From an optimization exercise on the open Yosys and OpenROAD flow, aimed at small area, a short achievable clock period and few clock cycles; shortcuts taken in it are not production practice.
Only simulation tests tie the RTL to the original design; equivalence was not proved.
Power is estimated from default activity; no workload was simulated.

==> wip/juniper <==
==> flow/design.v <==
`timescale 1ns / 1ps
module SimpleCPU(clk, rst, data_fromRAM, wrEn, addr_toRAM, data_toRAM);
input clk, rst;
input wire [31:0] data_fromRAM;
output wire wrEn;
output wire [9:0] addr_toRAM;
output wire [31:0] data_toRAM;
localparam OP_ADD = 3'd0, OP_NAND = 3'd1, OP_SRL = 3'd2, OP_LT = 3'd3,
           OP_CP = 3'd4, OP_CPI = 3'd5, OP_BZJ = 3'd6, OP_MUL = 3'd7;
localparam S_F   = 4'd0,   
           S_D   = 4'd1,   
           S_DR  = 4'd2,   
           S_SB  = 4'd3,   
           S_SA  = 4'd4,   
           S_SI  = 4'd5,   
           S_SBZ = 4'd6,   
           S_ST  = 4'd7,   
           S_SH  = 4'd8,   
           S_MU  = 4'd9,   
           S_W   = 4'd10;  
reg [3:0] state;
reg [9:0] pc;
reg [2:0] op;
reg im;
reg [9:0] fa;
reg [31:0] r1;
reg [32:0] r2;    
reg z;
reg fw;           
reg fwa;          
reg sw;           
reg mlq;          
wire [31:0] din = data_fromRAM;
wire [9:0] pc1 = pc + 10'd1;
wire [9:0] fb = r2[9:0];
assign data_toRAM = r1;
wire st_f   = (state == S_F);
wire st_d   = (state == S_D);
wire st_dr  = (state == S_DR);
wire st_sb  = (state == S_SB);
wire st_sa  = (state == S_SA);
wire st_si  = (state == S_SI);
wire st_sbz = (state == S_SBZ);
wire st_st  = (state == S_ST);
wire st_sh  = (state == S_SH);
wire st_mu  = (state == S_MU);
wire st_w   = (state == S_W);
wire o_add  = (op == OP_ADD);
wire o_nand = (op == OP_NAND);
wire o_srl  = (op == OP_SRL);
wire o_lt   = (op == OP_LT);
wire o_cp   = (op == OP_CP);
wire o_cpi  = (op == OP_CPI);
wire o_bzj  = (op == OP_BZJ);
wire o_mul  = (op == OP_MUL);
wire dec_bus = st_d | (st_sbz & ~z);
wire dec     = dec_bus | st_dr;
wire fwd     = st_dr & fw & ~im & ~o_cpi;
wire fwda    = st_dr & fwa & ~fw & ~im & (o_add | o_nand | o_lt);
wire dec_rd  = dec & ~fwd & ~fwda;
wire [2:0] c_op = dec_bus ? din[31:29] : op;
wire       c_im = dec_bus ? din[28]    : im;
wire [9:0] c_fa = dec_bus ? din[23:14] : fa;
wire [9:0] c_fb = dec_bus ? din[9:0]   : fb;
wire c_cpimm = st_dr & im & o_cp;
wire sa_big  = |r1[31:6];
wire sa_sh0  = sa_big | (r1[4:0] == 5'd0);
wire sh_left = r2[6];
wire sh_c8   = r2[5] | r2[4];
wire sh_last = sh_c8 ? ((r2[5:4] == 2'b01) & (r2[3:1] == 3'd0)) : (r2[3:1] == 3'd1);
wire mu_skip = (r2[32:25] == 8'd0);
wire mu_last = mlq;
function mu_last_of(input [32:0] x);
    mu_last_of = (x[32:25] == 8'd0) ? (x[23:0] == 24'd0) : (x[30:0] == 31'd0);
endfunction
wire b_zero  = (r1[9:0] == 10'd0);
wire sh_run  = st_sh;
wire mu_run  = st_mu;
wire sa_alu  = st_sa & (o_add | o_nand | o_lt | o_cp);
wire sb_load = st_sb & ~(o_cpi & ~im) & ~o_bzj;
wire a_shl = st_mu;
wire a_inv = st_sa & o_lt;
wire a_r1  = st_sa & (o_add | o_bzj);
wire [31:0] add_a = ({32{a_shl}} & {r1[30:0], 1'b0}) |
                    ({32{a_inv}} & ~r1) |
                    ({32{a_r1}}  & r1);
wire [31:0] add_b = din;
wire a_cin = a_inv & ~sw;
wire [33:0] sum_x = {1'b0, add_a, 1'b1} + {1'b0, add_b, a_cin};
wire [32:0] sum = sum_x[33:1];
wire lt = sw ? sum[32] : ~sum[32];
wire w_fwd   = ~din[28] & (((din[9:0] == fa) & (din[31:29] != OP_CPI)) |
                           ((din[23:14] == fa) & ((din[31:29] == OP_ADD) |
                            (din[31:29] == OP_NAND) | (din[31:29] == OP_LT))));
wire r1_imm  = dec_bus | (st_w & ~w_fwd);
wire r1_sum  = sb_load | st_si | (st_sa & (o_add | (o_srl & ~sa_big))) | (mu_run & ~mu_skip & r2[32]);
wire r1_shl1 = (mu_run & ~mu_skip & ~r2[32]) | (sh_run & ~sh_c8 & sh_left);
wire r1_nand = st_sa & o_nand;
wire r1_lt   = st_sa & o_lt;
wire r1_shl8 = (mu_run & mu_skip) | (sh_run & sh_c8 & sh_left);
wire r1_shr8 = sh_run & sh_c8 & ~sh_left;
wire r1_shr1 = sh_run & ~sh_c8 & ~sh_left;
wire r1_clr  = (st_sa & (o_mul | (o_srl & sa_big)));
wire r1_en   = r1_imm | r1_sum | r1_shl1 | r1_nand | r1_lt | r1_shl8 | r1_shr8 | r1_shr1 | r1_clr;
wire [31:0] r1_d = ({32{~r1_en}}  & r1) |
                   ({32{r1_imm}}  & {22'd0, din[9:0]}) |
                   ({32{r1_sum}}  & sum[31:0]) |
                   ({32{r1_nand}} & ~(din & r1)) |
                   ({32{r1_lt}}   & {31'd0, lt}) |
                   ({32{r1_shl1}} & {r1[30:0], 1'b0}) |
                   ({32{r1_shl8}} & {r1[23:0], 8'd0}) |
                   ({32{r1_shr8}} & {8'd0, r1[31:8]}) |
                   ({32{r1_shr1}} & {1'b0, r1[31:1]});
wire r2_ld   = st_sa & ((o_srl & ~sa_sh0) | (o_mul & ~im));
wire r2_ldi  = st_sa & o_mul & im;
wire r2_sh1  = mu_run & ~mu_skip;
wire r2_sh8  = mu_run & mu_skip;
wire r2_fb   = dec_bus | st_w;
wire [32:0] r2_d = ({33{r2_ld}}  & {r1, 1'b1}) |
                   ({33{r2_ldi}} & {r1[9:0], 1'b1, 22'd0}) |
                   ({33{r2_sh1}} & {r2[31:0], 1'b0}) |
                   ({33{r2_sh8}} & {r2[24:0], 8'd0}) |
                   ({33{r2_fb}}  & {23'd0, din[9:0]});
wire r2_en = r2_ld | r2_ldi | r2_sh1 | r2_sh8 | r2_fb;
wire [4:0] sh_cnt_d = sh_c8 ? {r2[5:4] - 2'd1, r2[3:1]} : {r2[5:4], r2[3:1] - 3'd1};
wire pc_inc = (dec_rd & c_cpimm) | (fwd & (o_cp | o_bzj)) | (st_sb & (o_bzj | o_cp | o_cpi) & ~(o_cpi & ~im)) |
              st_si | sa_alu | (st_sa & o_srl & sa_sh0) | (st_sh & sh_last) | (st_mu & mu_last);
wire pc_din = st_st | (st_sa & o_bzj & b_zero);
wire pc_sum = st_sa & o_bzj & ~b_zero;
wire ad_pc  = st_f;
wire ad_dlo = (dec_bus & ~din[28]) | (st_sb & o_cpi & ~im) | pc_din;
wire ad_dhi = dec_bus & din[28];
wire ad_fb  = (st_dr & ~im & ~fwd) | (st_sa & o_cpi);
wire ad_fa  = (st_dr & im & ~o_cp) | (fwd & ~o_cp & ~o_bzj) | (st_sb & ~o_cpi & ~o_bzj & ~o_cp) | (st_sbz & z) |
              (st_sa & o_mul) | (st_mu & ~mu_last) | st_w;
wire ad_pc1 = ~(ad_pc | ad_dlo | ad_dhi | ad_fb | ad_fa);
assign addr_toRAM = ({10{ad_pc}}  & pc) |
                    ({10{ad_pc1}} & pc1) |
                    ({10{ad_dlo}} & din[9:0]) |
                    ({10{ad_dhi}} & din[23:14]) |
                    ({10{ad_fb}}  & fb) |
                    ({10{ad_fa}}  & fa);
assign wrEn = st_w;
reg [3:0] state_n;
always @(*) begin
    state_n = state;
    if (fwd)
        state_n = o_cp ? S_W : o_bzj ? S_SBZ : S_SA;
    else if (fwda)
        state_n = S_SA;
    else if (dec)
        state_n = ~c_im ? S_SB : c_cpimm ? S_W : S_SA;
    else case (state)
        S_F:   state_n = S_D;
        S_SB:  state_n = (o_cpi & ~im) ? S_SI : o_bzj ? S_SBZ :
                         (o_cp | o_cpi) ? S_W : S_SA;
        S_SI:  state_n = S_W;
        S_SBZ: state_n = S_ST;
        S_ST:  state_n = S_D;
        S_SA:  state_n = o_srl ? (sa_sh0 ? S_W : S_SH) : o_mul ? S_MU : o_cpi ? S_SB :
                         o_bzj ? (b_zero ? S_D : S_F) : S_W;
        S_SH:  if (sh_last) state_n = S_W;
        S_MU:  if (mu_last) state_n = S_W;
        S_W:   state_n = (fa == pc) ? S_F : S_DR;
        default: state_n = S_F;
    endcase
    if (rst) state_n = S_F;
end
always @(posedge clk) begin
    state <= state_n;
    if (rst)         pc <= 10'd0;
    else if (pc_inc) pc <= pc1;
    else if (pc_din) pc <= din[9:0];
    else if (pc_sum) pc <= sum[9:0];
    if (dec | st_w) begin
        op <= st_w ? din[31:29] : c_op;
        im <= st_w ? din[28]    : c_im;
        fa <= st_w ? din[23:14] : c_fa;
    end else if (st_sa & o_cpi)
        fa <= din[9:0];
    r1 <= r1_d;
    mlq <= mu_last_of(r2_en ? r2_d : r2);
    if (r2_en) r2 <= r2_d;
    else if (sh_run) r2[5:1] <= sh_cnt_d;
    if (st_sb) z <= (din == 32'd0);
    else if (fwd) z <= (r1 == 32'd0);
    if (st_w) fw <= (din[9:0] == fa);
    if (st_w) fwa <= (din[23:14] == fa);
    if (dec) sw <= fwda;
end
endmodule
==> flow/flow/run.sh <==
#!/bin/bash
# The standard layout (standard.sh: standard synthesis, floorplan, place,
# CTS, route, finish), with one change: buffer_ports uses plain
# sky130_fd_sc_hd__buf_1 cells for the port buffers instead of the resizer's
# default choice (clkdlybuf4s50_1, 2.7x the area). Every port still gets a
# buffer. make's full output goes to flow.log; ORFS keeps each step's own log
# under orfs/logs/.
set -euo pipefail
bash standard.sh "BUFFER_PORTS_ARGS=-buffer_cell sky130_fd_sc_hd__buf_1" finish > flow.log 2>&1
==> flow/standard.sh <==
#!/bin/bash
# synth_recipe.tcl (not shown) runs the flow's synth.tcl, then flattens the netlist and writes it again
# the make line also repeats each setting of config.mk as NAME=value (left out here)
make -C /OpenROAD-flow-scripts/flow DESIGN_CONFIG=/design/flow/config.mk WORK_HOME=/design/flow/orfs CLKGATE_MAP_FILE= SYNTH_SCRIPT=/design/flow/synth_recipe.tcl "${@:-finish}"
==> flow/config.mk <==
export PLATFORM = sky130hd
export DESIGN_NAME = SimpleCPU
export DESIGN_NICKNAME = SimpleCPU
export VERILOG_FILES = /design/flow/design.v
export SDC_FILE = /design/flow/constraint.sdc
export NUM_CORES = 4
export LEC_CHECK = 0
export CAP_MARGIN = 20
export CORE_MARGIN = 2
export CORE_UTILIZATION = 60
export SETUP_SLACK_MARGIN = 4.25
export SLEW_MARGIN = 20
==> flow/constraint.sdc <==
create_clock -name core_clock -period 9.0 [get_ports {clk}]
set_input_delay 1.8000 -clock core_clock [delete_from_list [all_inputs] [get_ports {clk}]]
set_output_delay 1.8000 -clock core_clock [all_outputs]
set_load 0.01 [all_outputs]
==> inputs of wip/cedar, as changes to wip/juniper <==
==> flow/design.v, changed modules only <==
module SimpleCPU(clk, rst, data_fromRAM, wrEn, addr_toRAM, data_toRAM);
input clk, rst;
input wire [31:0] data_fromRAM;
output wire wrEn;
output wire [9:0] addr_toRAM;
output wire [31:0] data_toRAM;
localparam OP_ADD = 3'd0, OP_NAND = 3'd1, OP_SRL = 3'd2, OP_LT = 3'd3,
           OP_CP = 3'd4, OP_CPI = 3'd5, OP_BZJ = 3'd6, OP_MUL = 3'd7;
localparam S_F   = 4'd0,   
           S_D   = 4'd1,   
           S_DR  = 4'd2,   
           S_SB  = 4'd3,   
           S_SA  = 4'd4,   
           S_SI  = 4'd5,   
           S_SBZ = 4'd6,   
           S_ST  = 4'd7,   
           S_SH  = 4'd8,   
           S_MU  = 4'd9,   
           S_W   = 4'd10;  
reg [3:0] state;
reg [9:0] pc;
reg [2:0] op;
reg im;
reg [9:0] fa;
reg [31:0] r1;
reg [32:0] r2;    
reg z;
reg fw;           
wire [31:0] din = data_fromRAM;
wire [9:0] pc1 = pc + 10'd1;
wire [9:0] fb = r2[9:0];
assign data_toRAM = r1;
wire st_f   = (state == S_F);
wire st_d   = (state == S_D);
wire st_dr  = (state == S_DR);
wire st_sb  = (state == S_SB);
wire st_sa  = (state == S_SA);
wire st_si  = (state == S_SI);
wire st_sbz = (state == S_SBZ);
wire st_st  = (state == S_ST);
wire st_sh  = (state == S_SH);
wire st_mu  = (state == S_MU);
wire st_w   = (state == S_W);
wire o_add  = (op == OP_ADD);
wire o_nand = (op == OP_NAND);
wire o_srl  = (op == OP_SRL);
wire o_lt   = (op == OP_LT);
wire o_cp   = (op == OP_CP);
wire o_cpi  = (op == OP_CPI);
wire o_bzj  = (op == OP_BZJ);
wire o_mul  = (op == OP_MUL);
wire dec_bus = st_d | (st_sbz & ~z);
wire dec     = dec_bus | st_dr;
wire fwd     = st_dr & fw & ~im & ~o_cpi;
wire dec_rd  = dec & ~fwd;
wire [2:0] c_op = dec_bus ? din[31:29] : op;
wire       c_im = dec_bus ? din[28]    : im;
wire [9:0] c_fa = dec_bus ? din[23:14] : fa;
wire [9:0] c_fb = dec_bus ? din[9:0]   : fb;
wire c_cpimm = st_dr & im & o_cp;
wire sh_big  = |r2[32:7];
wire sh_left = r2[6];
wire sh_c8   = r2[5] | r2[4];
wire sh_done = sh_big | (r2[5:1] == 5'd0);
wire mu_done = (r2[31:0] == 32'd0);
wire mu_skip = (r2[32:25] == 8'd0);
wire b_zero  = (r1[9:0] == 10'd0);
wire sh_run  = st_sh & ~sh_done;
wire mu_run  = st_mu & ~mu_done;
wire sa_alu  = st_sa & (o_add | o_nand | o_lt | o_cp);
wire sb_load = st_sb & ~(o_cpi & ~im) & ~o_bzj;
wire a_shl = st_mu | (st_sh & sh_left);
wire a_inv = st_sa & o_lt;
wire a_r1  = st_sa & (o_add | o_bzj);
wire b_en  = st_sb | st_si | st_sa | (st_mu & r2[32]);
wire [31:0] add_a = ({32{a_shl}} & {r1[30:0], 1'b0}) |
                    ({32{a_inv}} & ~r1) |
                    ({32{a_r1}}  & r1);
wire [31:0] add_b = din & {32{b_en}};
wire [32:0] sum = {1'b0, add_a} + {1'b0, add_b} + {32'd0, a_inv};
wire r1_imm  = dec_rd;
wire r1_sum  = sb_load | st_si | (st_sa & (o_add | o_srl)) | (mu_run & ~mu_skip) |
               (sh_run & ~sh_c8 & sh_left);
wire r1_nand = st_sa & o_nand;
wire r1_lt   = st_sa & o_lt;
wire r1_shl8 = (mu_run & mu_skip) | (sh_run & sh_c8 & sh_left);
wire r1_shr8 = sh_run & sh_c8 & ~sh_left;
wire r1_shr1 = sh_run & ~sh_c8 & ~sh_left;
wire r1_clr  = (st_sa & o_mul) | (st_sh & sh_big);
wire r1_en   = r1_imm | r1_sum | r1_nand | r1_lt | r1_shl8 | r1_shr8 | r1_shr1 | r1_clr;
wire [31:0] r1_d = ({32{r1_imm}}  & {22'd0, c_fb}) |
                   ({32{r1_sum}}  & sum[31:0]) |
                   ({32{r1_nand}} & ~(din & r1)) |
                   ({32{r1_lt}}   & {31'd0, ~sum[32]}) |
                   ({32{r1_shl8}} & {r1[23:0], 8'd0}) |
                   ({32{r1_shr8}} & {8'd0, r1[31:8]}) |
                   ({32{r1_shr1}} & {1'b0, r1[31:1]});
wire r2_ld   = st_sa & (o_srl | (o_mul & ~im));
wire r2_ldi  = st_sa & o_mul & im;
wire r2_sh1  = mu_run & ~mu_skip;
wire r2_sh8  = mu_run & mu_skip;
wire r2_fb   = dec_rd | st_w;
wire [32:0] r2_d = ({33{r2_ld}}  & {r1, 1'b1}) |
                   ({33{r2_ldi}} & {r1[9:0], 1'b1, 22'd0}) |
                   ({33{r2_sh1}} & {r2[31:0], 1'b0}) |
                   ({33{r2_sh8}} & {r2[24:0], 8'd0}) |
                   ({33{r2_fb}}  & {23'd0, st_w ? din[9:0] : c_fb});
wire r2_en = r2_ld | r2_ldi | r2_sh1 | r2_sh8 | r2_fb;
wire [4:0] sh_cnt_d = sh_c8 ? {r2[5:4] - 2'd1, r2[3:1]} : {r2[5:4], r2[3:1] - 3'd1};
wire pc_inc = (dec_rd & c_cpimm) | (fwd & (o_cp | o_bzj)) | (st_sb & (o_bzj | o_cp | o_cpi) & ~(o_cpi & ~im)) |
              st_si | sa_alu | (st_sh & sh_done) | (st_mu & mu_done);
wire pc_din = st_st | (st_sa & o_bzj & b_zero);
wire pc_sum = st_sa & o_bzj & ~b_zero;
wire ad_pc  = st_f;
wire ad_dlo = (dec_bus & ~din[28]) | (st_sb & o_cpi & ~im) | pc_din;
wire ad_dhi = dec_bus & din[28];
wire ad_fb  = (st_dr & ~im & ~fwd) | (st_sa & o_cpi);
wire ad_fa  = (st_dr & im & ~o_cp) | (fwd & ~o_cp & ~o_bzj) | (st_sb & ~o_cpi & ~o_bzj & ~o_cp) | (st_sbz & z) |
              (st_sa & o_mul) | mu_run | st_w;
wire ad_pc1 = ~(ad_pc | ad_dlo | ad_dhi | ad_fb | ad_fa);
assign addr_toRAM = ({10{ad_pc}}  & pc) |
                    ({10{ad_pc1}} & pc1) |
                    ({10{ad_dlo}} & din[9:0]) |
                    ({10{ad_dhi}} & din[23:14]) |
                    ({10{ad_fb}}  & fb) |
                    ({10{ad_fa}}  & fa);
assign wrEn = st_w;
reg [3:0] state_n;
always @(*) begin
    state_n = state;
    if (fwd)
        state_n = o_cp ? S_W : o_bzj ? S_SBZ : S_SA;
    else if (dec)
        state_n = ~c_im ? S_SB : c_cpimm ? S_W : S_SA;
    else case (state)
        S_F:   state_n = S_D;
        S_SB:  state_n = (o_cpi & ~im) ? S_SI : o_bzj ? S_SBZ :
                         (o_cp | o_cpi) ? S_W : S_SA;
        S_SI:  state_n = S_W;
        S_SBZ: state_n = S_ST;
        S_ST:  state_n = S_D;
        S_SA:  state_n = o_srl ? S_SH : o_mul ? S_MU : o_cpi ? S_SB :
                         o_bzj ? (b_zero ? S_D : S_F) : S_W;
        S_SH:  if (sh_done) state_n = S_W;
        S_MU:  if (mu_done) state_n = S_W;
        S_W:   state_n = (fa == pc) ? S_F : S_DR;
        default: state_n = S_F;
    endcase
    if (rst) state_n = S_F;
end
always @(posedge clk) begin
    state <= state_n;
    if (rst)         pc <= 10'd0;
    else if (pc_inc) pc <= pc1;
    else if (pc_din) pc <= din[9:0];
    else if (pc_sum) pc <= sum[9:0];
    if (dec | st_w) begin
        op <= st_w ? din[31:29] : c_op;
        im <= st_w ? din[28]    : c_im;
        fa <= st_w ? din[23:14] : c_fa;
    end else if (st_sa & o_cpi)
        fa <= din[9:0];
    if (r1_en) r1 <= r1_d;
    if (r2_en) r2 <= r2_d;
    else if (sh_run) r2[5:1] <= sh_cnt_d;
    if (st_sb) z <= (din == 32'd0);
    else if (fwd) z <= (r1 == 32'd0);
    if (st_w) fw <= (din[9:0] == fa);
end
endmodule
==> flow/run.sh (new file) <==
#!/bin/bash
# synth_recipe.tcl (not shown) runs the flow's synth.tcl, then flattens the netlist and writes it again
# the make line also repeats each setting of config.mk as NAME=value (left out here)
make -C /OpenROAD-flow-scripts/flow DESIGN_CONFIG=/design/flow/config.mk WORK_HOME=/design/flow/orfs CLKGATE_MAP_FILE= SYNTH_SCRIPT=/design/flow/synth_recipe.tcl finish
--- a/flow/config.mk
+++ b/flow/config.mk
@@ -7,6 +7,6 @@
 export LEC_CHECK = 0
 export CAP_MARGIN = 20
 export CORE_MARGIN = 2
-export CORE_UTILIZATION = 60
-export SETUP_SLACK_MARGIN = 4.25
+export CORE_UTILIZATION = 40
+export SETUP_SLACK_MARGIN = 4.5
 export SLEW_MARGIN = 20
removed: flow/flow/run.sh
removed: flow/standard.sh
==> out/summary.txt <==
Clock skew -> 15.3 ps
Power drawn by the sequential cells -> 1.13 mW
Combined area of the multi-input logic cells -> 6230 um^2
Critical-path cell list -> buf_1 > xor2_1 > nor4_1 > nand4_1 > o31a_1 > o31ai_1 > nand2_1 > nor4_2 > buf_4 > a21oi_1 > o31ai_1
Result of the run -> no timing/DRC/antenna violations
Vias -> 10,197
Area share of fa/ha/maj cells after synthesis -> 0.0518
Sink count of the clock tree -> 98
-- figures above: wip/juniper

==> out/summary.txt <==
Result of the run -> no timing/DRC/antenna violations
Clock skew -> 13.6 ps
Critical-path cell list -> buf_12 > and2_4 > a222oi_1 > o2111ai_2 > buf_2
Area share of fa/ha/maj cells after synthesis -> 0.0491
Post-Synth XOR/XNOR Area -> 0.0545
Power drawn by the sequential cells -> 1.23 mW
Via count of the first global-routing pass -> 9,017
Share of async-settable or async-resettable flops after synthesis -> 0
-- figures above: wip/cedar

Testbench counts of wip/juniper, summed over its fixed seeds: cycles 31,797.
Testbench counts of wip/cedar, summed over its fixed seeds: cycles 33,437.

-- port drivers added, routing unchanged --
No port has a modelled driver above. Below, the same layouts with a new extraction and two added sets of constraints. Step 1 sets driving cells, clkbuf_16 on the clock port and buf_2 on the other inputs (assumed; they add their load-dependent delay and slew). Step 2 adds t to the input delays and takes it off the output delays; t is the mean of the earliest and latest rising clock arrival at the registers after step 1. Input paths then give back, and output paths get back, about the clock's delay inside the block. a / b / c = no drivers / after step 1 / after step 2; a / b = the first two.
| run | t, ns | slack for setup (ns) | hold WS [ns] | worst setup path after step 2 |
|---|---|---|---|---|
| wip/juniper | 0.410 | 4.310 / 4.325 / 3.921 | 0.553 / 0.553 / 0.553 | input to register |
| wip/cedar | 0.404 | 4.389 / 4.340 / 4.132 | 0.645 / 0.645 / 0.645 | input to register |
After both steps every run listed still meets setup and hold. The setup slack of wip/juniper, which loses most, moves by +0.015 ns with the drivers and by -0.389 ns with both steps.
